Source: an optimization exercise on an open RTL-to-GDS flow (aim: small area, a short achievable clock period and few clock cycles per item). Production flows keep margins and buffers that such runs may drop.
The RTL was checked by simulation tests, not by an equivalence proof against the original design.
No activity file was given, so power comes from the tool's default toggle rates.

==> flow/design.v (outline; a module is shown in full before it is edited, if it fits) <==
// module control_fsm: 46 lines
// module processing_unit: 710 lines
// module max_pooling_layer_26x26: 10 lines
// module dense_layer: 408 lines
// module cnn_top: 48 lines
module cnn_top(
    input clk,
    input reset,
    input start,
    output [9:0] img_addr,
    input  [7:0] img_pixel,
    output reg prediction,
    output reg done,
    output signed [31:0] score0,
    output signed [31:0] score1
);
  // ...
==> flow/flow/run.sh <==
#!/bin/bash
bash standard.sh SETUP_SLACK_MARGIN=11.7 finish > standard.log 2>&1
==> flow/standard.sh <==
#!/bin/bash
# synth_recipe.tcl (not shown) runs the flow's synth.tcl, then flattens the netlist and writes it again
# the make line also repeats each setting of config.mk as NAME=value (left out here)
make -C /OpenROAD-flow-scripts/flow DESIGN_CONFIG=/design/flow/config.mk WORK_HOME=/design/flow/orfs CLKGATE_MAP_FILE= SYNTH_SCRIPT=/design/flow/synth_recipe.tcl "${@:-finish}"
==> flow/config.mk <==
export PLATFORM = sky130hd
export DESIGN_NAME = cnn_top
export DESIGN_NICKNAME = cnn_top
export VERILOG_FILES = /design/flow/design.v
export SDC_FILE = /design/flow/constraint.sdc
export NUM_CORES = 8
export LEC_CHECK = 0
export ABC_AREA = 1
export CAP_MARGIN = 20
export CORE_MARGIN = 2
export CORE_UTILIZATION = 30
export PLACE_DENSITY = 0.5
export SLEW_MARGIN = 20
export SYNTH_MEMORY_MAX_BITS = 65536
==> flow/constraint.sdc <==
create_clock -name core_clock -period 16.0 [get_ports {clk}]
set_input_delay 3.2000 -clock core_clock [delete_from_list [all_inputs] [get_ports {clk}]]
set_output_delay 3.2000 -clock core_clock [all_outputs]
set_load 0.01 [all_outputs]
==> key figures, run 1 <==
Power
  – Relative contribution of sequential cells to total power: 0.316
  – Static Leakage: 12.31 nW
  – Power consumed by combinational cells: 2.06 mW
  – Clock power share: 0.217
  – Internal Dissipation: 2.706 mW
  – Net switching share of the total power: 0.3871

Routing
  – Total vias in the final route: 17500
  – Metal3 WL: 4835 um
  – Via density: 4.786

Clocking
  – Clock Sink Count: 419
  – Cts-stage hold buffer count: 0

Critical path
  – Critical register-to-register path endpoint: CONV.conv[13]
  – WP data arrival: 1.10 ns

Layout
  – Register area: 0.008758 sq mm
  – Fill cells: 7679
  – Antenna diode count: 0
  – Clock buffer cells: 58
  – Layout Cell Area excl Fill: 0.02547 sq mm
  – Most common cell after layout, fill and taps aside: sky130_fd_sc_hd__inv_1

Synthesis
  – Leading cell types by count after synthesis: 468 x sky130_fd_sc_hd__inv_1, 433 x sky130_fd_sc_hd__nand2_1, 379 x sky130_fd_sc_hd__dfxtp_1
  – Synth async-reset ratio: 0.05728
  – Share of synthesized area spent on multiplexers: 0.003870
  – Post-synth top area share: 0.3401

Timing
  – Final count of pins violating max slew: 0
  – Slew headroom: 0.2949
  – Period minus WS final: 4.296 ns
  – Final count of negative-setup-slack endpoints: 0
  – Maximum operating frequency: 0.2328 GHz
  – Clk_skew: 0.01041 ns

GRT
  – Met1 global-route usage: 0.2507
  – Total overflow reported by the global router: 0
  – Global routing met2 resource utilization: 0.2970
  – Via count of the first global-routing pass: 18050

Run status
  – Status: timing/DRC/antenna clean

Placed design
  – Weighted congestion at the end of routability-driven global placement: 0.9644
  – Placed cell count: 3540
Testbench counts, summed over its fixed seeds: cycles 32,832, items 36.
==> run 2: changes to the inputs <==
==> flow/run.sh (new file) <==
#!/bin/bash
# synth_recipe.tcl (not shown) runs the flow's synth.tcl, then flattens the netlist and writes it again
# the make line also repeats each setting of config.mk as NAME=value (left out here)
make -C /OpenROAD-flow-scripts/flow DESIGN_CONFIG=/design/flow/config.mk WORK_HOME=/design/flow/orfs CLKGATE_MAP_FILE= SYNTH_SCRIPT=/design/flow/synth_recipe.tcl finish
removed: flow/flow/run.sh
removed: flow/standard.sh
==> run 2 against run 1 <==
Compared with the run above:
- still clean
- die area unchanged
- sequential share of layout area decreased by 0.24 points
- area after synthesis stayed put
- utilization is 0.11 points lower
- final cell count down 1.0%
- flip-flop and latch count is the same
- clock power about the same
- critical path depth is the same
- power is essentially flat
- largest power group unchanged
==> key figures, run 2 <==
Power
  – Gate power share: 0.466
  – Net switching share of the total power: 0.3855 (-0.001523)
  – Relative contribution of sequential cells to total power: 0.317 (about the same)
  – Pwr dens: 173.8 mW/mm^2
  – Total net switching power: 1.701 mW
  – Internal Dissipation: 2.711 mW (+0.21%)
  – Peak ir drop on the vdd network: 0.1577 mV
  – Total power draw: 4.412 mW
  – Clock power share: 0.217 (about the same)
  – Static Leakage: 12.03 nW (-2.3%)

Synthesis
  – Top cells by area in the synthesized netlist: sky130_fd_sc_hd__dfxtp_1 34%, sky130_fd_sc_hd__fa_1 17%, sky130_fd_sc_hd__inv_1 7.9%
  – Main synth FF type: sky130_fd_sc_hd__dfxtp_1
  – Flip-flop and latch count after synthesis: 419
  – Synth async-reset ratio: 0.05728 (unchanged)
  – Number of enable flip-flop cells after synthesis: 16
  – Number of standard cells after synthesis: 2575
  – Synthesized area divided by synthesized cell count: 8.664 sq um
  – Synth Cell Area: 0.02231 sq mm
  – Net count after synthesis: 2880
  – YS warnings: 6
  – Distinct cell type count after synthesis: 50
  – Post-synth top area cell: sky130_fd_sc_hd__dfxtp_1
  – Post-synth top area share: 0.3401 (unchanged)
  – Leading cell types by count after synthesis: 468 x sky130_fd_sc_hd__inv_1, 433 x sky130_fd_sc_hd__nand2_1, 379 x sky130_fd_sc_hd__dfxtp_1
  – Most frequent cell after synthesis: sky130_fd_sc_hd__inv_1
  – Part of the Yosys area used for sequential elements: 0.3886

Critical path
  – WP data arrival: 1.62 ns (+0.52 ns)
  – Kind of start point of the critical path: flip-flop
  – Ordered list of cells on the worst path: clkdlybuf4s50_1
  – Critical Path Fanout Max: 6
  – Critical-path cell with the highest stage delay: sky130_fd_sc_hd__clkdlybuf4s50_1
  – Combined buffer and inverter count along the critical path: 1
  – Crit path largest cell delay: 0.59 ns
  – Setup crit end kind: primary output
  – Cell class contributing the biggest share of worst-path delay: buffers and inverters
  – Worst Path Class, Setup: flip-flop to primary output
  – Required time at the worst-slack endpoint: 12.80 ns

Placed design
  – HPWL after detailed placement: 53520 um
  – Weighted congestion at the end of routability-driven global placement: 0.9644 (unchanged)
  – Input/output buffers: 86

Layout
  – Syn-to-layout area delta: 13.80%
  – Largest register FFs: 224
  – Largest registers in the final layout: CONV.d (224), DENSE.acc0 (28), DENSE.acc1 (28)
  – Fraction of final layout cells sized beyond drive strength 1: 0.04739
  – Commonest cells after routing, fill and taps aside: 467 x sky130_fd_sc_hd__inv_1, 433 x sky130_fd_sc_hd__nand2_1, 379 x sky130_fd_sc_hd__dfxtp_1
  – Largest reg by FF count: CONV.d
  – Net count, final: 2931
  – Antenna diode count: 0 (unchanged)
  – Most common cell after layout, fill and taps aside: sky130_fd_sc_hd__inv_1

Routing
  – Number of antenna-violating nets in the routed design: 0
  – Detailed-route wire length per cell: 19.64 um
  – DRT Wirelength: 71070 um
  – Via density: 4.806 (+0.42%)
  – Drt pass-1 iters: 6
  – Total vias in the final route: 17390 (-0.62%)
  – DRC Markers: 0
  – Number of DRC violations after detailed-routing iteration 0: 1342

Clocking
  – Root Driver: sky130_fd_sc_hd__clkbuf_16
  – Maximum number of buffers from clock root to sink: 3
  – Post-cts sizing count: 0
  – CTS clock-pin slew for the worst setup and hold paths: 0.06 ns
  – Post-CTS Setup Repair Bufs: 0
  – Clock tree from TritonCTS: done
  – Skew-Pair Late Insertion Delay: 0.55 ns
  – Cts-stage hold buffer count: 0 (unchanged)
  – Number of buffers added by the clock tree synthesis step: 43
  – Number of levels the H-tree was split into: 2
  – Clock Sink Count: 419 (unchanged)

GRT
  – Maximum number of pins on one net before global-route repair: 62
  – Global routing met2 resource utilization: 0.2957 (-0.001292)
  – Met3 usage: 0.03721
  – Met1 global-route usage: 0.2496 (-0.001104)
  – Total overflow reported by the global router: 0 (unchanged)
  – Initial antenna violation count: 0
  – Via count of the first global-routing pass: 17880 (-0.91%)
  – First-pass GRT wire length: 109400 um
  – Total Routing Usage GR: 0.1853
  – Most Used Layer, Global Route: met2

Timing
  – Setup TNS after final layout: 0 ns
  – Unrepaired setup endpoints after global routing: false
  – Period minus WS final: 4.816 ns (+0.5200 ns)
  – Final count of pins violating max slew: 0 (unchanged)
  – Period utilization: 0.3010
  – Maximum operating frequency: 0.2076 GHz (-11%)
  – Final count of negative-setup-slack endpoints: 0 (unchanged)
  – Clk_skew: 0.01003 ns (-0.0003823 ns)
  – Final Hold Viols: 0
  – Post-Route Hold Slack: 0.3230 ns
  – Worst Tran Pin Value: 1.055 ns
  – Slew headroom: 0.2948 (about the same)

Floorplanning
  – Number of top-level design ports: 87
  – Initial core utilization: 0.3042
  – Vertical extent of the die: 276.7 um
  – Site row count: 99
  – Width of the die: 276.7 um
  – Area of the core: 0.07333 sq mm
  – Overall die area: 0.07656 sq mm

Worst hold path
  – Worst min-delay path category: flip-flop to flip-flop

Run status
  – Status: timing/DRC/antenna clean

Job
  – Reported max-cap violation count: 0
==> run 2: per-layer routing <==
metal / wire [um] / vias up
li1: - / 8187
met1: 31820 / 8438
met2: 31940 / 621
met3: 4639 / 143
met4: 2672 / 0
met5: 0 / -
==> run 2: cell families (layout without fill, tap and decap cells) <==
family / count (synthesis) / in the layout / share of synthesized area
AOI/OAI and AO/OA: 378 / 378 / 0.09383
xor gates and xnor gates: 64 / 64 / 0.02513
adders and majority gates: 294 / 294 / 0.2288
buffers and inverters: 576 / 660 / 0.1029
DFF: 419 / 419 / 0.3886
muxes: 8 / 8 / 0.003870
and+or+nand+nor: 836 / 836 / 0.1569
==> run 2: per-stage QoR <==
step | instance area [sq um] | util | worst slack, ns | std cells
after global routing | 25390 | 0.3462 | 11.10 | 3618
after CTS | 25390 | 0.3462 | 11.14 | 3618
after detailed placement | 24040 | 0.3278 | 11.55 | 3540
after floorplan | 22310 | - | 12.18 | 2575
final | 25390 | 0.3462 | 11.18 | 3618
after global placement | 24040 | 0.3278 | 11.56 | 3540
==> run 2: cell type report <==
class / count / area (sq um)
tap: 959 / 1200
inverter: 476 / 1789
sequential: 419 / 8671
clock inverter: 20 / 165.2
timing repair buffer: 106 / 1011
multi-input combinational: 1580 / 11370
fill: 7642 / 47940
clock buffer: 58 / 1182
==> run 2: path summary, 6_finish.rpt <==
kind / from / endpoint / slack [ns] / cells past startpoint
worst max-delay path: SEQ.addr[0] / img_addr[0] / 11.18 / 1
worst min-delay path: CONV.d[16][4] / CONV.d[17][4] / 0.32 / 0
worst max register to register: SEQ.band[1] / SEQ.addr[8] / 11.83 / 18
worst min register to register: CONV.d[16][4] / CONV.d[17][4] / 0.32 / 0
max in group asynchronous: reset / SEQ.m[3] / 12.22 / 2
min in group asynchronous: reset / SEQ.m[2] / 3.16 / 2
==> run 2: power groups by stage <==
stage               Clock, mW  Combinational (mW)  Sequential [mW]
floorplan                   0                1.49             1.42
global placement            0                2.03             1.42
detailed placement          0                2.07             1.43
CTS                     0.988                2.08             1.40
global route             1.03                2.40             1.43
finish                  0.958                2.06             1.40
==> run 3: changes to the inputs <==
==> flow/flow/run.sh (new file) <==
#!/bin/bash
bash standard.sh SETUP_SLACK_MARGIN=12.0 finish > standard.log 2>&1
==> flow/standard.sh (new file) <==
#!/bin/bash
# synth_recipe.tcl (not shown) runs the flow's synth.tcl, then flattens the netlist and writes it again
# the make line also repeats each setting of config.mk as NAME=value (left out here)
make -C /OpenROAD-flow-scripts/flow DESIGN_CONFIG=/design/flow/config.mk WORK_HOME=/design/flow/orfs CLKGATE_MAP_FILE= SYNTH_SCRIPT=/design/flow/synth_recipe.tcl "${@:-finish}"
removed: flow/run.sh
==> run 3 against run 2 <==
Compared with the run above:
- die area is the same
- critical path depth unchanged
- wire length increased by 0.80%
- flip-flop and latch count is the same
- global-route usage increased by 0.15 points
- synthesized cell count stayed put
- final area grew 2.7%
- area after synthesis did not move
- setup slack improved by 0.52 ns
- count of clock-buffer cells in the layout unchanged
- via count rose by 1.6%
- largest power group unchanged
==> key figures, run 3 <==
Critical path
  – Critical Path Fanout Max: 2 (-4)
  – Worst Path Class, Setup: flip-flop to primary output
  – Cell class contributing the biggest share of worst-path delay: flip-flops
  – Required time at the worst-slack endpoint: 12.80 ns (about the same)
  – Setup crit start: SEQ.addr[2]
  – Combined buffer and inverter count along the critical path: 1 (unchanged)
  – Critical-path cell with the highest stage delay: sky130_fd_sc_hd__dfrtp_1
  – Ordered list of cells on the worst path: buf_6
  – Worst R2R Start: SEQ.i[3]
  – Crit path largest cell delay: 0.41 ns (-0.18 ns)
  – Setup crit end kind: primary output
  – Kind of start point of the critical path: flip-flop
  – WP data arrival: 1.09 ns (-0.53 ns)

Layout
  – Post-route insts no fill: 3682 (+1.8%)
  – Syn-to-layout area delta: 16.84%
  – Most common cell after layout, fill and taps aside: sky130_fd_sc_hd__inv_1
  – Fraction of final layout cells sized beyond drive strength 1: 0.1227 (+0.07527)
  – Largest registers in the final layout: CONV.d (224), DENSE.acc0 (28), DENSE.acc1 (28)
  – Antenna diode count: 0 (unchanged)
  – Largest reg by FF count: CONV.d
  – Commonest cells after routing, fill and taps aside: 466 x sky130_fd_sc_hd__inv_1, 432 x sky130_fd_sc_hd__nand2_1, 320 x sky130_fd_sc_hd__dfxtp_1
  – Net count, final: 2995 (+2.2%)
  – Largest register FFs: 224 (unchanged)
  – Fill cells: 7621 (-0.27%)

Routing
  – Drt pass-1 iters: 5 (-1)
  – DRT Wirelength: 71650 um (+0.80%)
  – Total vias in the final route: 17670 (+1.6%)
  – Number of antenna-violating nets in the routed design: 0 (unchanged)
  – DRC Markers: 0 (unchanged)
  – Number of DRC violations after detailed-routing iteration 0: 1328 (-1.0%)
  – Detailed-route wire length per cell: 19.46 um (-0.95%)
  – Via density: 4.800 (-0.14%)

Synthesis
  – Most frequent cell after synthesis: sky130_fd_sc_hd__inv_1
  – Main synth FF type: sky130_fd_sc_hd__dfxtp_1
  – Synthesized area divided by synthesized cell count: 8.664 sq um (unchanged)
  – Synth async-reset ratio: 0.05728 (unchanged)
  – Part of the Yosys area used for sequential elements: 0.3886 (unchanged)
  – Post-synth top area share: 0.3401 (unchanged)
  – Number of enable flip-flop cells after synthesis: 16 (unchanged)
  – Top cells by area in the synthesized netlist: sky130_fd_sc_hd__dfxtp_1 34%, sky130_fd_sc_hd__fa_1 17%, sky130_fd_sc_hd__inv_1 7.9%
  – Flip-flop and latch count after synthesis: 419 (unchanged)
  – Leading cell types by count after synthesis: 468 x sky130_fd_sc_hd__inv_1, 433 x sky130_fd_sc_hd__nand2_1, 379 x sky130_fd_sc_hd__dfxtp_1
  – YS warnings: 6 (unchanged)
  – Net count after synthesis: 2880 (unchanged)
  – Post-synth top area cell: sky130_fd_sc_hd__dfxtp_1
  – Number of standard cells after synthesis: 2575 (unchanged)
  – Synth Cell Area: 0.02231 sq mm (unchanged)
  – Distinct cell type count after synthesis: 50 (unchanged)

GRT
  – Total overflow reported by the global router: 0 (unchanged)
  – Total Routing Usage GR: 0.1868 (+0.001482)
  – First-pass GRT wire length: 110300 um (+0.88%)
  – Maximum number of pins on one net before global-route repair: 62 (unchanged)
  – Via count of the first global-routing pass: 18180 (+1.7%)
  – Initial antenna violation count: 0 (unchanged)

Timing
  – Clk_skew: 0.01065 ns (+0.0006163 ns)
  – Period minus WS final: 4.294 ns (-0.5220 ns)
  – Maximum operating frequency: 0.2329 GHz (+12%)
  – Final count of negative-setup-slack endpoints: 0 (unchanged)
  – Unrepaired setup endpoints after global routing: true
  – Worst-case setup margin in the final layout: 11.71 ns (+0.5220 ns)
  – Slew headroom: 0.2899 (-0.004902)
  – Final Hold Viols: 0 (unchanged)
  – Final count of pins violating max slew: 0 (unchanged)
  – Worst Tran Pin Value: 1.063 ns (+0.007336 ns)
  – Period utilization: 0.2684 (-0.03263)
  – Setup TNS after final layout: 0 ns (unchanged)

Power
  – Relative contribution of sequential cells to total power: 0.308 (-0.009)
  – Clock power share: 0.210 (-0.007)
  – Static Leakage: 12.54 nW (+4.3%)
  – Peak ir drop on the vdd network: 0.1620 mV (+2.7%)
  – Internal Dissipation: 2.813 mW (+3.8%)
  – Pwr dens: 174.9 mW/mm^2 (+0.60%)
  – Net switching share of the total power: 0.3827 (-0.002860)
  – Gate power share: 0.482 (+0.016)
  – Total net switching power: 1.744 mW (+2.5%)

Floorplanning
  – Area of the core: 0.07333 sq mm (unchanged)
  – Number of top-level design ports: 87 (unchanged)
  – Width of the die: 276.7 um (unchanged)
  – Overall die area: 0.07656 sq mm (unchanged)
  – Vertical extent of the die: 276.7 um (unchanged)
  – Site row count: 99 (unchanged)
  – Initial core utilization: 0.3042 (unchanged)

Clocking
  – CTS clock-pin slew for the worst setup and hold paths: 0.06 ns (about the same)
  – Clock Sink Count: 419 (unchanged)
  – Skew-Pair Late Insertion Delay: 0.55 ns (about the same)
  – Maximum number of buffers from clock root to sink: 3 (unchanged)
  – Number of buffers added by the clock tree synthesis step: 43 (unchanged)
  – Clock tree from TritonCTS: done
  – Number of levels the H-tree was split into: 2 (unchanged)
  – Cts-stage hold buffer count: 0 (unchanged)
  – Root Driver: sky130_fd_sc_hd__clkbuf_16

Placed design
  – HPWL after detailed placement: 53520 um (unchanged)
  – Input/output buffers: 86 (unchanged)
  – Weighted congestion at the end of routability-driven global placement: 0.9644 (unchanged)
  – Worst setup slack before clock tree synthesis: 11.55 ns (unchanged)
  – Placed cell count: 3540 (unchanged)

Worst hold path
  – Worst min-delay path category: flip-flop to flip-flop
  – Hold_sp: CONV.d[12][3]

Job
  – Reported max-cap violation count: 0 (unchanged)

Run status
  – Status: timing/DRC/antenna clean
==> run 3: final cells by class <==
class	count	area [sq um]	area share
flip-flops and latches	419	8773	0.3366
clock inverters	20	165.2	0.006336
well taps	959	1200	0.04603
multi-input cells	1580	11380	0.4368
clock buffers	58	1182	0.04536
inverters	476	1798	0.06898
repair buffers	170	1562	0.05991
==> run 3: kinds of logic (layout without fill, tap and decap cells) <==
family	after synthesis	after routing	synth area share
AND/OR/NAND/NOR	836	836	0.1569
buffers and inverters	576	724	0.1029
AO/OA/AOI/OAI	378	378	0.09383
XOR/XNOR	64	64	0.02513
flip-flops	419	419	0.3886
adder cells (fa/ha/maj)	294	294	0.2288
multiplexers	8	8	0.003870
==> run 3: power groups by stage <==
stage / clock network (mW) / registers (mW) / logic (mW)
6_report: 0.958 / 1.40 / 2.19
3_5_place_dp: 0 / 1.43 / 2.07
2_1_floorplan: 0 / 1.42 / 1.49
5_1_grt: 1.04 / 1.43 / 2.55
3_3_place_gp: 0 / 1.42 / 2.03
4_1_cts: 0.988 / 1.41 / 2.17
==> run 3: final timing paths <==
| check | end | slack (ns) | cells past startpoint |
|---|---|---|---|
| setup / recovery | img_addr[2] | 11.71 | 1 |
| hold / removal | CONV.d[13][3] | 0.32 | 0 |
| setup reg to reg | DENSE.wr0[1] | 12.03 | 13 |
| hold reg to reg | CONV.d[13][3] | 0.32 | 0 |
| max in group asynchronous | SEQ.m[3] | 12.62 | 2 |
| min in group asynchronous | SEQ.addr[4] | 3.04 | 2 |
==> run 3: stage by stage <==
stage / instance area (sq um) / utilization / hold WS (ns) / power, mW
3_3_place_gp: 24040 / 0.3278 / 0.3097 / 3.446
5_1_grt: 26070 / 0.3554 / 0.3241 / 5.012
4_1_cts: 25940 / 0.3538 / 0.3250 / 4.568
3_5_place_dp: 24040 / 0.3278 / 0.3121 / 3.493
2_1_floorplan: 22310 / - / 0.3096 / 2.908
6_report: 26070 / 0.3554 / 0.3226 / 4.558
==> run 3: what timing repair did <==
item,CTS,global route
gates resized for setup,453,17
endpoints found under the hold margin,0,0
buffers inserted,54,10
endpoints found under the setup margin,81,96
cloned,0,0
pin swaps,1,1
==> run 3: per-layer routing <==
metal	global-route usage	up-vias	share of wire	wire, um
met5	0	-	0	0
met4	0.06661	0	0.038	2705
met3	0.03737	143	0.066	4695
met2	0.2993	648	0.45	32460
met1	0.2501	8568	0.44	31790
li1	-	8313	-	-
==> run 4: changes to the inputs <==
==> flow/flow/run.sh (replaced) <==
#!/bin/bash
bash standard.sh SETUP_SLACK_MARGIN=12.25 finish > standard.log 2>&1
==> run 4 against run 3 <==
Compared with the run above:
- still clean
- final area grew 2.0%
- highest routed layer unchanged
- wire length rose by 2.0%
- via count up 0.86%
- largest power group unchanged
- utilization rose by 0.69 points
- critical path depth unchanged
==> key figures, run 4 <==
Clocking
  – Cts-stage hold buffer count: 0 (unchanged)
  – Root Driver: sky130_fd_sc_hd__clkbuf_16
  – Clock tree from TritonCTS: done
  – Number of buffers added by the clock tree synthesis step: 43 (unchanged)
  – Clock Sink Count: 419 (unchanged)
  – Maximum number of buffers from clock root to sink: 3 (unchanged)
  – Number of levels the H-tree was split into: 2 (unchanged)
  – CTS clock-pin slew for the worst setup and hold paths: 0.07 ns (about the same)
  – Skew-Pair Late Insertion Delay: 0.57 ns (+0.02 ns)

Synthesis
  – Distinct cell type count after synthesis: 50 (unchanged)
  – Main synth FF type: sky130_fd_sc_hd__dfxtp_1
  – Compound-gate portion of the synthesized area: 0.09383 (unchanged)
  – Flip-flop and latch count after synthesis: 419 (unchanged)
  – Top cells by area in the synthesized netlist: sky130_fd_sc_hd__dfxtp_1 34%, sky130_fd_sc_hd__fa_1 17%, sky130_fd_sc_hd__inv_1 7.9%
  – Post-synthesis adder-cell area fraction: 0.2288 (unchanged)
  – Post-synth top area cell: sky130_fd_sc_hd__dfxtp_1
  – YS warnings: 6 (unchanged)
  – Part of the Yosys area used for sequential elements: 0.3886 (unchanged)
  – Synth async-reset ratio: 0.05728 (unchanged)
  – Dominant combinational cell family by area after synthesis: adder cells
  – Net count after synthesis: 2880 (unchanged)
  – Share of synthesized area spent on multiplexers: 0.003870 (unchanged)
  – Most frequent cell after synthesis: sky130_fd_sc_hd__inv_1
  – Xor-xnor portion of the synthesized cell area: 0.02513 (unchanged)
  – Leading cell types by count after synthesis: 468 x sky130_fd_sc_hd__inv_1, 433 x sky130_fd_sc_hd__nand2_1, 379 x sky130_fd_sc_hd__dfxtp_1
  – Synthesized area divided by synthesized cell count: 8.664 sq um (unchanged)
  – Synth Cell Area: 0.02231 sq mm (unchanged)
  – Post-synth top area share: 0.3401 (unchanged)
  – Simple-gate share of the synthesized area: 0.1569 (unchanged)
  – Number of standard cells after synthesis: 2575 (unchanged)
  – Number of enable flip-flop cells after synthesis: 16 (unchanged)

Timing
  – Final count of negative-setup-slack endpoints: 0 (unchanged)
  – Setup TNS after final layout: 0 ns (unchanged)
  – Clk_skew: 0.01786 ns (+0.007212 ns)
  – Maximum operating frequency: 0.2324 GHz (-0.20%)
  – Unrepaired setup endpoints after global routing: true
  – Final count of pins violating max slew: 0 (unchanged)
  – Period minus WS final: 4.303 ns (+0.008700 ns)
  – Slew headroom: 0.3967 (+0.1069)
  – Worst Tran Pin Value: 0.9049 ns (-0.1578 ns)
  – Post-Route Hold Slack: 0.3175 ns (-0.005135 ns)
  – Worst-case setup margin in the final layout: 11.70 ns (-0.008700 ns)
  – Final Hold Viols: 0 (unchanged)
  – Period utilization: 0.2689 (+0.0005438)

Critical path
  – Worst R2R Start: SEQ.en
  – Crit path largest cell delay: 0.42 ns (about the same)
  – WP data arrival: 1.10 ns (about the same)
  – Kind of start point of the critical path: flip-flop
  – Ordered list of cells on the worst path: buf_6
  – Worst Path Class, Setup: flip-flop to primary output
  – Setup crit end kind: primary output
  – Critical Path Fanout Max: 2 (unchanged)
  – Required time at the worst-slack endpoint: 12.80 ns (about the same)
  – Critical-path cell with the highest stage delay: sky130_fd_sc_hd__dfrtp_2
  – Combined buffer and inverter count along the critical path: 1 (unchanged)
  – Cell class contributing the biggest share of worst-path delay: flip-flops
  – Setup crit start: SEQ.addr[0]

Layout
  – Largest registers in the final layout: CONV.d (224), DENSE.acc0 (28), DENSE.acc1 (28)
  – Post-route insts no fill: 3703 (+0.57%)
  – Antenna diode count: 0 (unchanged)
  – Largest reg by FF count: CONV.d
  – Most common cell after layout, fill and taps aside: sky130_fd_sc_hd__inv_1
  – Net count, final: 3014 (+0.63%)
  – Fraction of final layout cells sized beyond drive strength 1: 0.1443 (+0.02166)
  – Largest register FFs: 224 (unchanged)
  – Commonest cells after routing, fill and taps aside: 460 x sky130_fd_sc_hd__inv_1, 432 x sky130_fd_sc_hd__nand2_1, 309 x sky130_fd_sc_hd__dfxtp_1
  – Fill cells: 7573 (-0.63%)
  – Syn-to-layout area delta: 19.12%

Floorplanning
  – Initial core utilization: 0.3042 (unchanged)
  – Vertical extent of the die: 276.7 um (unchanged)
  – Area of the core: 0.07333 sq mm (unchanged)
  – Overall die area: 0.07656 sq mm (unchanged)
  – Width of the die: 276.7 um (unchanged)
  – Number of top-level design ports: 87 (unchanged)
  – Site row count: 99 (unchanged)

Routing
  – Number of DRC violations after detailed-routing iteration 0: 1480 (+11%)
  – Via density: 4.813 (+0.29%)
  – DRC Markers: 0 (unchanged)
  – Total vias in the final route: 17820 (+0.86%)
  – Drt pass-1 iters: 5 (unchanged)
  – Detailed-route wire length per cell: 19.73 um (+1.4%)
  – Number of antenna-violating nets in the routed design: 0 (unchanged)
  – DRT Wirelength: 73040 um (+2.0%)

GRT
  – Initial antenna violation count: 0 (unchanged)
  – Total overflow reported by the global router: 0 (unchanged)
  – Maximum number of pins on one net before global-route repair: 62 (unchanged)
  – First-pass GRT wire length: 111600 um (+1.1%)
  – Total Routing Usage GR: 0.1883 (+0.001528)
  – Via count of the first global-routing pass: 18260 (+0.46%)

Placed design
  – Placed cell count: 3539 (-0.028%)
  – Input/output buffers: 86 (unchanged)
  – Worst setup slack before clock tree synthesis: 11.52 ns (-0.02770 ns)
  – Weighted congestion at the end of routability-driven global placement: 1.001 (+3.7%)
  – HPWL after detailed placement: 53290 um (-0.43%)

Run status
  – Status: timing/DRC/antenna clean

Job
  – Reported max-cap violation count: 0 (unchanged)

Power
  – Static Leakage: 12.70 nW (+1.2%)
  – Total power draw: 4.794 mW (+5.2%)
  – Peak ir drop on the vdd network: 0.1648 mV (+1.7%)
  – Pwr dens: 180.4 mW/mm^2 (+3.2%)

Worst hold path
  – Hold_sp: CONV.d[1][4]
  – Worst min-delay path category: flip-flop to flip-flop
## run 4: cell counts after synthesis
No cell type changed its count.
## run 4: kinds of logic (layout without fill, tap and decap cells)
| logic type | count (synthesis) | count (layout) |
|---|---|---|
| AND/OR/NAND/NOR | 836 | 836 |
| adder cells (fa/ha/maj) | 294 | 294 |
| XOR/XNOR | 64 | 64 |
| flip-flops | 419 | 419 |
| AO/OA/AOI/OAI | 378 | 378 |
| buffers and inverters | 576 | 745 |
| multiplexers | 8 | 8 |
## run 4: timing repair
| item | in CTS | in global routing |
|---|---|---|
| resized for setup | 465 | 57 |
| gates cloned | 0 | 4 |
| setup buffers | 53 | 27 |
| pin swaps | 0 | 7 |
| setup endpoints to repair | 124 | 109 |
## run 4: path summary, 6_finish.rpt
path                                end  slack (ns)  depth (start not counted)
max                         img_addr[0]       11.70                          1
min                        CONV.d[2][4]        0.32                          0
max reg2reg                  CONV.pc[8]       12.40                          9
min reg2reg                CONV.d[2][4]        0.32                          0
max in group asynchronous   SEQ.band[0]       12.61                          2
min in group asynchronous          done        3.03                          2
## run 4: power by group
group	switching, mW	internal [mW]	total, mW
Combinational	1.28	1.02	2.30
Sequential	0.103	1.30	1.41
Clock	0.454	0.635	1.09
## run 4: area by class of cell
class | count | area, sq um | share of cell area
flip-flops and latches | 419 | 8808 | 0.3315
well taps | 959 | 1200 | 0.04515
clock inverters | 32 | 436.7 | 0.01643
repair inverters | 4 | 20.02 | 0.0007533
clock buffers | 48 | 1126 | 0.04237
multi-input cells | 1580 | 11480 | 0.4320
repair buffers | 185 | 1682 | 0.06328
inverters | 476 | 1822 | 0.06855
## run 4: per-stage QoR
stage                 util  cell area [sq um]
floorplan                -              22310
global placement    0.3278              24030
detailed placement  0.3278              24030
CTS                 0.3567              26160
global route        0.3624              26570
finish              0.3624              26570
## run 4: layer usage
layer	vias up	wire, um	track usage
met5	-	0	0
met4	0	2714	0.06201
met3	142	4251	0.02877
met2	627	32990	0.3016
met1	8713	33090	0.2599
li1	8342	-	-
==> run 5: changes to the inputs <==
==> flow/flow/run.sh (replaced) <==
#!/bin/bash
bash standard.sh SETUP_SLACK_MARGIN=11.7 \
  "CTS_ARGS=-sink_clustering_enable -repair_clock_nets -buf_list sky130_fd_sc_hd__clkbuf_4 -dont_use_dummy_load" \
  finish > standard.log 2>&1
==> run 5 against run 4 <==
Compared with the run above:
- global-route usage about the same
- final area fell by 4.3%
- non-clock buffer count shrank 17
- largest power group unchanged
==> key figures, run 5 <==
Run status
  – Status: timing/DRC/antenna clean

Clocking
  – Maximum number of buffers from clock root to sink: 3 (unchanged)
  – Number of levels the H-tree was split into: 3 (+1)
  – Number of buffers added by the clock tree synthesis step: 99 (+130%)
  – Root Driver: sky130_fd_sc_hd__clkbuf_4
  – CTS clock-pin slew for the worst setup and hold paths: 0.07 ns (about the same)
  – Skew-Pair Late Insertion Delay: 0.76 ns (+0.19 ns)
  – Clock Sink Count: 419 (unchanged)
  – Clock tree from TritonCTS: done

Floorplanning
  – Number of top-level design ports: 87 (unchanged)
  – Width of the die: 276.7 um (unchanged)
  – Overall die area: 0.07656 sq mm (unchanged)
  – Area of the core: 0.07333 sq mm (unchanged)
  – Vertical extent of the die: 276.7 um (unchanged)
  – Initial core utilization: 0.3042 (unchanged)
  – Site row count: 99 (unchanged)

Layout
  – Fill cells: 7692 (+1.6%)
  – Most common cell after layout, fill and taps aside: sky130_fd_sc_hd__inv_1
  – Largest register FFs: 224 (unchanged)
  – Fraction of final layout cells sized beyond drive strength 1: 0.1302 (-0.01412)
  – Largest registers in the final layout: CONV.d (224), DENSE.acc0 (28), DENSE.acc1 (28)
  – Largest reg by FF count: CONV.d
  – Net count, final: 3049 (+1.2%)
  – Combined area of the multi-input logic cells: 0.01137 sq mm (-0.95%)
  – Register area: 0.008767 sq mm (-0.47%)
  – Commonest cells after routing, fill and taps aside: 467 x sky130_fd_sc_hd__inv_1, 433 x sky130_fd_sc_hd__nand2_1, 323 x sky130_fd_sc_hd__dfxtp_1
  – Final cell utilization of the core: 0.3467 (-0.01570)
  – Syn-to-layout area delta: 13.96%

Synthesis
  – Post-synth top area cell: sky130_fd_sc_hd__dfxtp_1
  – Flip-flop and latch count after synthesis: 419 (unchanged)
  – Number of standard cells after synthesis: 2575 (unchanged)
  – Net count after synthesis: 2880 (unchanged)
  – Part of the Yosys area used for sequential elements: 0.3886 (unchanged)
  – Synth async-reset ratio: 0.05728 (unchanged)
  – Most frequent cell after synthesis: sky130_fd_sc_hd__inv_1
  – Post-synth top area share: 0.3401 (unchanged)
  – Main synth FF type: sky130_fd_sc_hd__dfxtp_1
  – Distinct cell type count after synthesis: 50 (unchanged)
  – Top cells by area in the synthesized netlist: sky130_fd_sc_hd__dfxtp_1 34%, sky130_fd_sc_hd__fa_1 17%, sky130_fd_sc_hd__inv_1 7.9%
  – Synth Cell Area: 0.02231 sq mm (unchanged)
  – Number of enable flip-flop cells after synthesis: 16 (unchanged)
  – Leading cell types by count after synthesis: 468 x sky130_fd_sc_hd__inv_1, 433 x sky130_fd_sc_hd__nand2_1, 379 x sky130_fd_sc_hd__dfxtp_1
  – YS warnings: 6 (unchanged)
  – Synthesized area divided by synthesized cell count: 8.664 sq um (unchanged)

Routing
  – Via density: 4.816 (about the same)
  – Number of antenna-violating nets in the routed design: 0 (unchanged)
  – DRT Wirelength: 71620 um (-2.0%)
  – DRC Markers: 0 (unchanged)
  – Number of DRC violations after detailed-routing iteration 0: 1350 (-8.8%)
  – Total vias in the final route: 17830 (+0.034%)
  – Drt pass-1 iters: 6 (+1)
  – Detailed-route wire length per cell: 19.35 um (-1.9%)

Power
  – Peak ir drop on the vdd network: 0.1569 mV (-4.8%)
  – Net switching share of the total power: 0.3968 (+0.01316)
  – Gate power share: 0.512 (+0.032)
  – Static Leakage: 12.32 nW (-3.0%)
  – Total net switching power: 1.662 mW (-9.7%)
  – Relative contribution of sequential cells to total power: 0.335 (+0.042)
  – Pwr dens: 164.7 mW/mm^2 (-8.7%)
  – Clock power share: 0.152 (-0.075)
  – Total power draw: 4.188 mW (-13%)
  – Internal Dissipation: 2.526 mW (-15%)

Critical path
  – WP data arrival: 1.30 ns (+0.20 ns)
  – Ordered list of cells on the worst path: buf_6
  – Required time at the worst-slack endpoint: 12.80 ns (about the same)
  – Critical-path cell with the highest stage delay: sky130_fd_sc_hd__dfrtp_2
  – Combined buffer and inverter count along the critical path: 1 (unchanged)
  – Crit path largest cell delay: 0.42 ns (about the same)
  – Worst Path Class, Setup: flip-flop to primary output
  – Flop-to-flop setup slack: 12.02 ns (-0.38 ns)
  – Cell class contributing the biggest share of worst-path delay: flip-flops
  – Critical Path Fanout Max: 2 (unchanged)
  – Kind of start point of the critical path: flip-flop
  – Setup crit end kind: primary output

Timing
  – Worst Tran Pin Value: 1.051 ns (+0.1466 ns)
  – Final count of negative-setup-slack endpoints: 0 (unchanged)
  – Maximum operating frequency: 0.2225 GHz (-4.3%)
  – Period utilization: 0.2809 (+0.01200)
  – Final count of pins violating max slew: 0 (unchanged)
  – Setup TNS after final layout: 0 ns (unchanged)
  – Period minus WS final: 4.495 ns (+0.1920 ns)
  – Worst-case setup margin in the final layout: 11.50 ns (-0.1920 ns)
  – Slew headroom: 0.2973 (-0.09939)
  – Final Hold Viols: 0 (unchanged)
  – Clk_skew: 0.09117 ns (+0.07331 ns)
  – Unrepaired setup endpoints after global routing: true

GRT
  – Initial antenna violation count: 1 (+1)
  – Total Routing Usage GR: 0.1879 (-0.0003735)
  – Maximum number of pins on one net before global-route repair: 62 (unchanged)
  – Total overflow reported by the global router: 0 (unchanged)
  – Via count of the first global-routing pass: 18530 (+1.5%)
  – First-pass GRT wire length: 110500 um (-0.94%)

Placed design
  – HPWL after detailed placement: 53520 um (+0.43%)
  – Worst setup slack before clock tree synthesis: 11.55 ns (+0.02770 ns)
  – Input/output buffers: 86 (unchanged)
  – Weighted congestion at the end of routability-driven global placement: 0.9644 (-3.6%)

Worst hold path
  – Worst min-delay path category: flip-flop to flip-flop

Job
  – Reported max-cap violation count: 0 (unchanged)
[run 5: kinds of logic after synthesis]
logic type      share of synthesized area
flops                              0.3886
xor+xnor                          0.02513
simple gates                       0.1569
mux                              0.003870
fa+ha+maj                          0.2288
compound gates                    0.09383
buf+inv                            0.1029
[run 5: power groups by stage]
stage / registers, mW / clock network, mW / logic, mW
floorplan: 1.42 / 0 / 1.49
global placement: 1.42 / 0 / 2.03
detailed placement: 1.43 / 0 / 2.07
CTS: 1.41 / 0.673 / 2.16
global route: 1.43 / 0.724 / 2.50
finish: 1.40 / 0.638 / 2.15
[run 5: final timing paths]
kind                            depth (start not counted)          from       endpoint
worst min register to register                          0  CONV.d[6][4]   CONV.d[7][4]
worst max register to register                         16      SEQ.i[2]  DENSE.dig1[0]
max in group asynchronous                               2         reset       SEQ.m[3]
worst max-delay path                                    1   SEQ.addr[0]    img_addr[0]
min in group asynchronous                               2         reset       SEQ.i[3]
worst min-delay path                                    0  CONV.d[6][4]   CONV.d[7][4]
[run 5: through the flow]
step	instance area [sq um]	hold WS, ns	cells
final	25420	0.2603	3702
after global routing	25420	0.2447	3702
after detailed placement	24040	0.3121	3540
after floorplan	22310	0.3096	2575
after global placement	24040	0.3097	3540
after CTS	25340	0.2585	3693
[run 5: what timing repair did]
item                       CTS  global route
hold buffers                 0             0
resized for setup          450             6
setup buffers               54             8
cloned                       0             0
setup endpoints to repair   76            82
[run 5: cell type report]
class	count	area share
repair buffers	168	0.06083
diodes	1	0.00009843
flip-flops and latches	419	0.3449
well taps	959	0.04720
inverters	476	0.07053
multi-input cells	1580	0.4473
clock buffers	99	0.02923
[run 5: routing by layer]
metal / vias up / global-route usage / wire, um
li1: 8414 / - / -
met1: 8572 / 0.2483 / 31700
met2: 677 / 0.2977 / 32130
met3: 167 / 0.04235 / 4945
met4: 0 / 0.07525 / 2845
met5: - / 0 / 0
==> run 6: changes to the inputs <==
==> flow/flow/run.sh (replaced) <==
#!/bin/bash
bash standard.sh SETUP_SLACK_MARGIN=11.7 \
  "CTS_ARGS=-sink_clustering_enable -repair_clock_nets -buf_list sky130_fd_sc_hd__clkbuf_8 -root_buf sky130_fd_sc_hd__clkbuf_16 -dont_use_dummy_load" \
  finish > standard.log 2>&1
==> run 6 against run 5 <==
Compared with the run above:
- still clean on timing, DRC and antenna
- final cell count shrank 1.8%
- clock power grew 24%
- register-to-register slack lost 0.04 ns
- area after synthesis is the same
- global-route usage shrank 0.11 points
- clock skew shrank 0.048 ns
- non-clock buffer count shrank 34
- maximum frequency grew 5.6%
==> key figures, run 6 <==
Run status
  – Status: timing/DRC/antenna clean

Clocking
  – Maximum number of buffers from clock root to sink: 3 (unchanged)
  – CTS clock-pin slew for the worst setup and hold paths: 0.06 ns (about the same)
  – Root Driver: sky130_fd_sc_hd__clkbuf_16
  – Number of buffers added by the clock tree synthesis step: 67 (-32%)
  – Clock Sink Count: 419 (unchanged)
  – Number of levels the H-tree was split into: 3 (unchanged)
  – Clock tree from TritonCTS: done
  – Skew-Pair Late Insertion Delay: 0.53 ns (-0.23 ns)
  – Cts-stage hold buffer count: 0 (unchanged)

Critical path
  – Critical-path cell with the highest stage delay: sky130_fd_sc_hd__dfrtp_2
  – Kind of start point of the critical path: flip-flop
  – Ordered list of cells on the worst path: clkbuf_2
  – Combined buffer and inverter count along the critical path: 1 (unchanged)
  – Critical Path Fanout Max: 2 (unchanged)
  – Cell class contributing the biggest share of worst-path delay: flip-flops
  – Required time at the worst-slack endpoint: 12.80 ns (about the same)
  – WP data arrival: 1.06 ns (-0.24 ns)
  – Setup crit start: SEQ.addr[0]
  – Worst Path Class, Setup: flip-flop to primary output
  – Crit path largest cell delay: 0.41 ns (about the same)
  – Worst R2R Start: CONV.d[0][7]
  – Setup crit end kind: primary output

Placed design
  – Weighted congestion at the end of routability-driven global placement: 0.9644 (unchanged)
  – HPWL after detailed placement: 53520 um (unchanged)
  – Cell area after placement: 0.02404 sq mm (unchanged)
  – Input/output buffers: 86 (unchanged)
  – Placed cell count: 3540 (unchanged)

GRT
  – Total overflow reported by the global router: 0 (unchanged)
  – First-pass GRT wire length: 109800 um (-0.72%)
  – Maximum number of pins on one net before global-route repair: 62 (unchanged)
  – Total Routing Usage GR: 0.1869 (-0.001070)
  – Via count of the first global-routing pass: 18100 (-2.3%)
  – Initial antenna violation count: 0 (-1)

Layout
  – Largest reg by FF count: CONV.d
  – Final cell utilization of the core: 0.3409 (-0.005801)
  – Post-route insts no fill: 3635 (-1.8%)
  – Commonest cells after routing, fill and taps aside: 467 x sky130_fd_sc_hd__inv_1, 433 x sky130_fd_sc_hd__nand2_1, 337 x sky130_fd_sc_hd__dfxtp_1
  – Largest registers in the final layout: CONV.d (224), DENSE.acc0 (28), DENSE.acc1 (28)
  – Largest register FFs: 224 (unchanged)
  – Combined area of the multi-input logic cells: 0.01137 sq mm (unchanged)
  – Syn-to-layout area delta: 12.05%
  – Fill cells: 7700 (+0.10%)
  – Net count, final: 2983 (-2.2%)
  – Layout Cell Area excl Fill: 0.02500 sq mm (-1.7%)
  – Antenna diode count: 0 (-1)
  – Register area: 0.008745 sq mm (-0.26%)
  – Fraction of final layout cells sized beyond drive strength 1: 0.1035 (-0.02668)
  – Most common cell after layout, fill and taps aside: sky130_fd_sc_hd__inv_1

Timing
  – Period utilization: 0.2661 (-0.01481)
  – Setup TNS after final layout: 0 ns (unchanged)
  – Unrepaired setup endpoints after global routing: true
  – Period minus WS final: 4.258 ns (-0.2369 ns)
  – Slew headroom: 0.2915 (-0.005811)
  – Final Hold Viols: 0 (unchanged)
  – Final count of negative-setup-slack endpoints: 0 (unchanged)
  – Final count of pins violating max slew: 0 (unchanged)
  – Clk_skew: 0.04349 ns (-0.04768 ns)
  – Worst Tran Pin Value: 1.060 ns (+0.008696 ns)
  – Maximum operating frequency: 0.2348 GHz (+5.6%)

Routing
  – Via density: 4.813 (about the same)
  – DRC Markers: 0 (unchanged)
  – DRT Wirelength: 71130 um (-0.68%)
  – Total vias in the final route: 17500 (-1.9%)
  – Number of antenna-violating nets in the routed design: 0 (unchanged)
  – Drt pass-1 iters: 8 (+2)
  – Detailed-route wire length per cell: 19.57 um (+1.2%)
  – Number of DRC violations after detailed-routing iteration 0: 1377 (+2.0%)

Floorplanning
  – Width of the die: 276.7 um (unchanged)
  – Number of top-level design ports: 87 (unchanged)
  – Area of the core: 0.07333 sq mm (unchanged)
  – Initial core utilization: 0.3042 (unchanged)
  – Site row count: 99 (unchanged)
  – Overall die area: 0.07656 sq mm (unchanged)
  – Vertical extent of the die: 276.7 um (unchanged)

Synthesis
  – Distinct cell type count after synthesis: 50 (unchanged)
  – Share of synthesized area spent on multiplexers: 0.003870 (unchanged)
  – Leading cell types by count after synthesis: 468 x sky130_fd_sc_hd__inv_1, 433 x sky130_fd_sc_hd__nand2_1, 379 x sky130_fd_sc_hd__dfxtp_1
  – Xor-xnor portion of the synthesized cell area: 0.02513 (unchanged)
  – Simple-gate share of the synthesized area: 0.1569 (unchanged)
  – Post-synth top area share: 0.3401 (unchanged)
  – Synth Cell Area: 0.02231 sq mm (unchanged)
  – Part of the Yosys area used for sequential elements: 0.3886 (unchanged)
  – Synthesized area divided by synthesized cell count: 8.664 sq um (unchanged)
  – Number of enable flip-flop cells after synthesis: 16 (unchanged)
  – Most frequent cell after synthesis: sky130_fd_sc_hd__inv_1
  – Top cells by area in the synthesized netlist: sky130_fd_sc_hd__dfxtp_1 34%, sky130_fd_sc_hd__fa_1 17%, sky130_fd_sc_hd__inv_1 7.9%
  – YS warnings: 6 (unchanged)
  – Post-synthesis adder-cell area fraction: 0.2288 (unchanged)
  – Compound-gate portion of the synthesized area: 0.09383 (unchanged)
  – Synth async-reset ratio: 0.05728 (unchanged)
  – Dominant combinational cell family by area after synthesis: adder cells
  – Flip-flop and latch count after synthesis: 419 (unchanged)
  – Net count after synthesis: 2880 (unchanged)
  – Number of standard cells after synthesis: 2575 (unchanged)
  – Post-synth top area cell: sky130_fd_sc_hd__dfxtp_1
  – Main synth FF type: sky130_fd_sc_hd__dfxtp_1

Power
  – Internal Dissipation: 2.576 mW (+2.0%)
  – Net switching share of the total power: 0.3914 (-0.005461)
  – Total power draw: 4.233 mW (+1.1%)
  – Relative contribution of sequential cells to total power: 0.330 (-0.005)
  – Pwr dens: 169.3 mW/mm^2 (+2.8%)
  – Peak ir drop on the vdd network: 0.1581 mV (+0.78%)
  – Static Leakage: 12.11 nW (-1.7%)
  – Total net switching power: 1.657 mW (-0.31%)
  – Gate power share: 0.483 (-0.029)
  – Clock power share: 0.187 (+0.035)

Job
  – Reported max-cap violation count: 0 (unchanged)

Worst hold path
  – Hold_sp: CONV.d[15][3]
  – Worst min-delay path category: flip-flop to flip-flop
run 6: cell counts after synthesis:
Identical to the previous run, type by type.
run 6: worst paths after layout:
path | slack (ns) | endpoint | cells past startpoint
min reg2reg | 0.30 | CONV.d[16][3] | 0
min in group asynchronous | 3.20 | SEQ.addr[2] | 2
max reg2reg | 11.98 | CONV.conv[13] | 13
min | 0.30 | CONV.d[16][3] | 0
max | 11.74 | img_addr[0] | 1
max in group asynchronous | 12.16 | SEQ.m[3] | 2
run 6: metal layers:
layer / up-vias / share of wire / track usage
met4: 0 / 0.039 / 0.07274
met1: 8453 / 0.44 / 0.2501
met2: 655 / 0.45 / 0.2943
li1: 8245 / - / -
met3: 144 / 0.070 / 0.04050
met5: - / 0 / 0
run 6: final cells by class:
type,count,share of cell area
multi-input cells,1580,0.4549
flip-flops and latches,419,0.3498
inverters,476,0.07173
well taps,959,0.04800
clock buffers,67,0.04094
repair buffers,134,0.03464
run 6: kinds of logic after synthesis:
logic type	count (synthesis)
fa+ha+maj	294
simple gates	836
xor+xnor	64
flops	419
mux	8
buf+inv	576
compound gates	378
run 6: through the flow:
| stage | setup WS (ns) | hold slack [ns] |
|---|---|---|
| 2_1_floorplan | 12.18 | 0.3096 |
| 3_3_place_gp | 11.56 | 0.3097 |
| 3_5_place_dp | 11.55 | 0.3121 |
| 4_1_cts | 11.60 | 0.3029 |
| 5_1_grt | 11.70 | 0.3044 |
| 6_report | 11.74 | 0.3027 |
run 6: power by group through the flow:
| stage | logic, mW | registers [mW] | clock network [mW] |
|---|---|---|---|
| 2_1_floorplan | 1.49 | 1.42 | 0 |
| 3_3_place_gp | 2.03 | 1.42 | 0 |
| 3_5_place_dp | 2.07 | 1.43 | 0 |
| 4_1_cts | 2.07 | 1.40 | 0.830 |
| 5_1_grt | 2.39 | 1.42 | 0.874 |
| 6_report | 2.04 | 1.40 | 0.792 |
run 6: timing repair:
action | 4_1_cts | 5_1_grt
setup buffers | 24 | 4
resized for setup | 343 | 17
setup endpoints to repair | 76 | 24
==> run 7: changes to the inputs <==
==> flow/flow/run.sh (replaced) <==
#!/bin/bash
# Standard layout with two changes:
#  - synthesis is the standard flow's own script (synth_recipe.tcl) with only the ABC
#    mapping script replaced by flow/abc_map.script (area-oriented mapping);
#    registers are untouched by ABC;
#  - timing repair aims below the clock period: the resizer works on every
#    path with less than 11.7 ns of slack at the design's 16 ns clock.
# Full tool output goes to standard.log (and ORFS's logs under orfs/logs).
W=$PWD
cat > $W/my_synth.tcl <<EOT
proc abc {args} {
  set i [lsearch \$args -script]
  if {\$i >= 0} { lset args [expr {\$i + 1}] $W/flow/abc_map.script }
  yosys abc {*}\$args
}
source $W/synth_recipe.tcl
EOT
bash standard.sh SYNTH_SCRIPT=$W/my_synth.tcl SETUP_SLACK_MARGIN=11.7 finish > standard.log 2>&1
==> flow/flow/abc_map.script (new file) <==
&get -n
&st
&dch -f
&nf -R 1000
&put
topo
==> run 7 against run 6 <==
Compared with the run above:
- final area up 1.8%
- still clean
- combinational power about the same
- wire length down 0.64%
- clock skew down 0.026 ns
- setup slack worse by 0.19 ns
- utilization up 2.3 points
- largest cell class unchanged
- sequential share of layout area down 0.36 points
- largest power group unchanged
==> key figures, run 7 <==
Layout
  – Fill cells: 7136 (-7.3%)
  – Net count, final: 2641 (-11%)
  – Combined area of the multi-input logic cells: 0.01136 sq mm (about the same)
  – Syn-to-layout area delta: 20.25%
  – Commonest cells after routing, fill and taps aside: 315 x sky130_fd_sc_hd__dfxtp_1, 295 x sky130_fd_sc_hd__clkinv_1, 190 x sky130_fd_sc_hd__fa_1
  – Most common cell after layout, fill and taps aside: sky130_fd_sc_hd__dfxtp_1
  – Largest reg by FF count: CONV.d
  – Antenna diode count: 0 (unchanged)
  – Largest registers in the final layout: CONV.d (224), DENSE.acc0 (28), DENSE.acc1 (28)
  – Register area: 0.008813 sq mm (+0.79%)
  – Largest register FFs: 224 (unchanged)
  – Fraction of final layout cells sized beyond drive strength 1: 0.1417 (+0.03820)

Floorplanning
  – Number of top-level design ports: 87 (unchanged)
  – Initial core utilization: 0.3029 (-0.001372)
  – Site row count: 97 (-2.0%)
  – Vertical extent of the die: 269.7 um (-2.5%)
  – Overall die area: 0.07271 sq mm (-5.0%)
  – Width of the die: 269.7 um (-2.5%)
  – Area of the core: 0.06991 sq mm (-4.7%)

Routing
  – Number of antenna-violating nets in the routed design: 0 (unchanged)
  – Detailed-route wire length per cell: 21.35 um (+9.1%)
  – Total vias in the final route: 16490 (-5.8%)
  – Drt pass-1 iters: 8 (unchanged)
  – Via density: 4.979 (+3.4%)
  – DRC Markers: 0 (unchanged)
  – DRT Wirelength: 70680 um (-0.64%)
  – Number of DRC violations after detailed-routing iteration 0: 1295 (-6.0%)

Synthesis
  – Number of standard cells after synthesis: 2117 (-18%)
  – Synth Cell Area: 0.02117 sq mm (-5.1%)
  – Number of enable flip-flop cells after synthesis: 16 (unchanged)
  – Post-synth top area share: 0.3584 (+0.01827)
  – Post-synth top area cell: sky130_fd_sc_hd__dfxtp_1
  – Flip-flop and latch count after synthesis: 419 (unchanged)
  – Leading cell types by count after synthesis: 379 x sky130_fd_sc_hd__dfxtp_1, 300 x sky130_fd_sc_hd__clkinv_1, 190 x sky130_fd_sc_hd__fa_1
  – Part of the Yosys area used for sequential elements: 0.4094 (+0.02087)
  – Most frequent cell after synthesis: sky130_fd_sc_hd__dfxtp_1
  – YS warnings: 6 (unchanged)
  – Main synth FF type: sky130_fd_sc_hd__dfxtp_1
  – Net count after synthesis: 2422 (-16%)
  – Synthesized area divided by synthesized cell count: 10.00 sq um (+15%)
  – Top cells by area in the synthesized netlist: sky130_fd_sc_hd__dfxtp_1 36%, sky130_fd_sc_hd__fa_1 18%, sky130_fd_sc_hd__ha_1 6.1%
  – Distinct cell type count after synthesis: 52 (+4.0%)
  – Synth async-reset ratio: 0.05728 (unchanged)

Timing
  – Maximum operating frequency: 0.2246 GHz (-4.4%)
  – Final count of negative-setup-slack endpoints: 0 (unchanged)
  – Clk_skew: 0.01777 ns (-0.02572 ns)
  – Worst-case setup margin in the final layout: 11.55 ns (-0.1937 ns)
  – Period minus WS final: 4.452 ns (+0.1937 ns)
  – Final count of pins violating max slew: 0 (unchanged)
  – Slew headroom: 0.3473 (+0.05574)
  – Unrepaired setup endpoints after global routing: true
  – Period utilization: 0.2782 (+0.01211)
  – Setup TNS after final layout: 0 ns (unchanged)
  – Worst Tran Pin Value: 0.9668 ns (-0.09337 ns)
  – Post-Route Hold Slack: 0.3155 ns (+0.01288 ns)
  – Final Hold Viols: 0 (unchanged)

Critical path
  – Crit path largest cell delay: 0.48 ns (+0.07 ns)
  – Worst R2R Start: SEQ.i[1]
  – Cell class contributing the biggest share of worst-path delay: flip-flops
  – Required time at the worst-slack endpoint: 12.80 ns (about the same)
  – Worst Path Class, Setup: flip-flop to primary output
  – Critical register-to-register path endpoint: DENSE.dig0[2]
  – WP data arrival: 1.25 ns (+0.19 ns)
  – Setup crit end kind: primary output
  – Kind of start point of the critical path: flip-flop
  – Ordered list of cells on the worst path: buf_2
  – Depth of the most critical reg-to-reg path: 14 (+1)
  – Combined buffer and inverter count along the critical path: 1 (unchanged)
  – Critical Path Fanout Max: 1 (-1)
  – Flop-to-flop setup slack: 11.82 ns (-0.16 ns)
  – Critical-path cell with the highest stage delay: sky130_fd_sc_hd__edfxtp_1

Power
  – Pwr dens: 178.6 mW/mm^2 (+5.5%)
  – Static Leakage: 10.13 nW (-16%)
  – Relative contribution of sequential cells to total power: 0.315 (-0.015)
  – Clock power share: 0.236 (+0.049)
  – Gate power share: 0.449 (-0.034)
  – Peak ir drop on the vdd network: 0.1458 mV (-7.8%)
  – Net switching share of the total power: 0.3603 (-0.03108)
  – Total net switching power: 1.638 mW (-1.1%)
  – Total power draw: 4.547 mW (+7.4%)
  – Internal Dissipation: 2.909 mW (+13%)

Clocking
  – Root Driver: sky130_fd_sc_hd__clkbuf_16
  – Skew-Pair Late Insertion Delay: 0.58 ns (+0.05 ns)
  – Clock Sink Count: 419 (unchanged)
  – CTS clock-pin slew for the worst setup and hold paths: 0.06 ns (about the same)
  – Number of buffers added by the clock tree synthesis step: 45 (-33%)
  – Cts-stage hold buffer count: 0 (unchanged)
  – Clock tree from TritonCTS: done
  – Number of levels the H-tree was split into: 2 (-1)
  – Maximum number of buffers from clock root to sink: 3 (unchanged)

Placed design
  – HPWL after detailed placement: 52270 um (-2.3%)
  – Worst setup slack before clock tree synthesis: 11.31 ns (-0.2386 ns)
  – Weighted congestion at the end of routability-driven global placement: 1.014 (+5.2%)
  – Input/output buffers: 86 (unchanged)

Job
  – Reported max-cap violation count: 0 (unchanged)

GRT
  – Total overflow reported by the global router: 0 (unchanged)
  – Total Routing Usage GR: 0.1950 (+0.008102)
  – Initial antenna violation count: 1 (+1)
  – Maximum number of pins on one net before global-route repair: 65 (+4.8%)
  – Via count of the first global-routing pass: 17160 (-5.2%)
  – First-pass GRT wire length: 108900 um (-0.79%)

Run status
  – Status: timing/DRC/antenna clean

Worst hold path
  – Hold-critical path endpoint: CONV.d[14][1]
  – Worst min-delay path category: flip-flop to flip-flop
  – Hold_sp: CONV.d[13][1]
  – Worst hold path depth: 0 (unchanged)
[run 7: logic make-up (layout without fill, tap and decap cells)]
family                     Yosys count  after routing  synth area share
AOI/OAI and AO/OA                  505            505            0.1446
xor gates and xnor gates            72             72           0.02979
adders and majority gates          294            294            0.2411
buffers and inverters              308            562           0.05603
DFF                                419            419            0.4094
muxes                               27             27           0.01412
and+or+nand+nor                    492            492            0.1050
[run 7: power by group through the flow]
stage	Sequential (mW)	Combinational [mW]	Clock (mW)
floorplan	1.43	1.45	0
global placement	1.45	1.89	0
detailed placement	1.46	1.92	0
CTS	1.43	2.00	1.10
global route	1.46	2.39	1.15
finish	1.43	2.04	1.07
[run 7: layout make-up]
| cell class | count | share of cell area |
|---|---|---|
| sequential | 419 | 0.3462 |
| tap | 940 | 0.04620 |
| timing repair buffer | 180 | 0.05588 |
| clock inverter | 21 | 0.009584 |
| multi-input combinational | 1390 | 0.4463 |
| clock buffer | 61 | 0.05136 |
| inverter | 300 | 0.04448 |
[run 7: per-stage QoR]
stage          instances    util  area, sq um
2_1_floorplan       2117       -        21170
3_3_place_gp        3170  0.3352        23430
3_5_place_dp        3170  0.3352        23430
4_1_cts             3300  0.3617        25290
5_1_grt             3311  0.3642        25460
6_report            3311  0.3642        25460
[run 7: per-layer routing]
metal	GRT usage	wire (um)	up-vias
met1	0.2664	31620	8066
li1	-	-	7605
met4	0.07646	2969	2
met5	0	13	-
met2	0.3019	30960	640
met3	0.03990	5111	172
[run 7: how the worst max path moves through the flow]
stage               cells past startpoint   startpoint     endpoint
finish                                  1   prediction   prediction
CTS                                     1   prediction   prediction
global route                            1   prediction   prediction
floorplan                              16     SEQ.m[1]  SEQ.addr[9]
global placement                       19  SEQ.band[0]  SEQ.addr[9]
detailed placement                     19  SEQ.band[0]  SEQ.addr[9]
[run 7: what timing repair did]
item | CTS | global route
setup endpoints to repair | 82 | 35
hold endpoints to repair | 0 | 0
cloned | 0 | 0
pin swaps | 0 | 3
resized for setup | 423 | 34
setup buffers | 48 | 11

port drivers added, routing unchanged:
How much do the figures lean on ideal ports? The routed layouts below were timed once more, with nothing changed but the port constraints. Step 1 assumes that a clkbuf_16 drives the clock port and a buf_2 every other input. Step 2 moves the port delays by t, midway between the first and last clock arrival at a register: inputs arrive t later, outputs are due t later. That takes back most of the time a late clock gives input paths. a / b / c = ideal / step 1 / step 2; a / b = the first two.
run | t (ns) | setup slack, ns | worst setup path after step 2 | latest minus earliest clock arrival (ns) | worst data-port slew with drivers (ns)
run 1 | 0.602 | 11.704 / 11.651 / 11.643 | input, reset recovery | 0.011 / 0.010 | 0.04
run 2 | 0.603 | 11.184 / 11.130 / 11.645 | input, reset recovery | 0.011 / 0.010 | 0.04
run 3 | 0.603 | 11.706 / 11.652 / 11.715 | input to register | 0.011 / 0.010 | 0.04
run 4 | 0.613 | 11.697 / 11.644 / 11.782 | input to register | 0.018 / 0.019 | 0.05
run 5 | 0.771 | 11.505 / 11.454 / 11.594 | input, reset recovery | 0.095 / 0.094 | 0.04
run 6 | 0.567 | 11.742 / 11.687 / 11.621 | input, reset recovery | 0.046 / 0.047 | 0.04
run 7 | 0.633 | 11.548 / 11.487 / 11.639 | input to register | 0.026 / 0.025 | 0.03
After both steps setup and hold are still met in every run listed. For run 6, which loses most, drivers alone change the setup slack by -0.055 ns; drivers and shift together by -0.121 ns. Setup slack includes reset recovery checks.
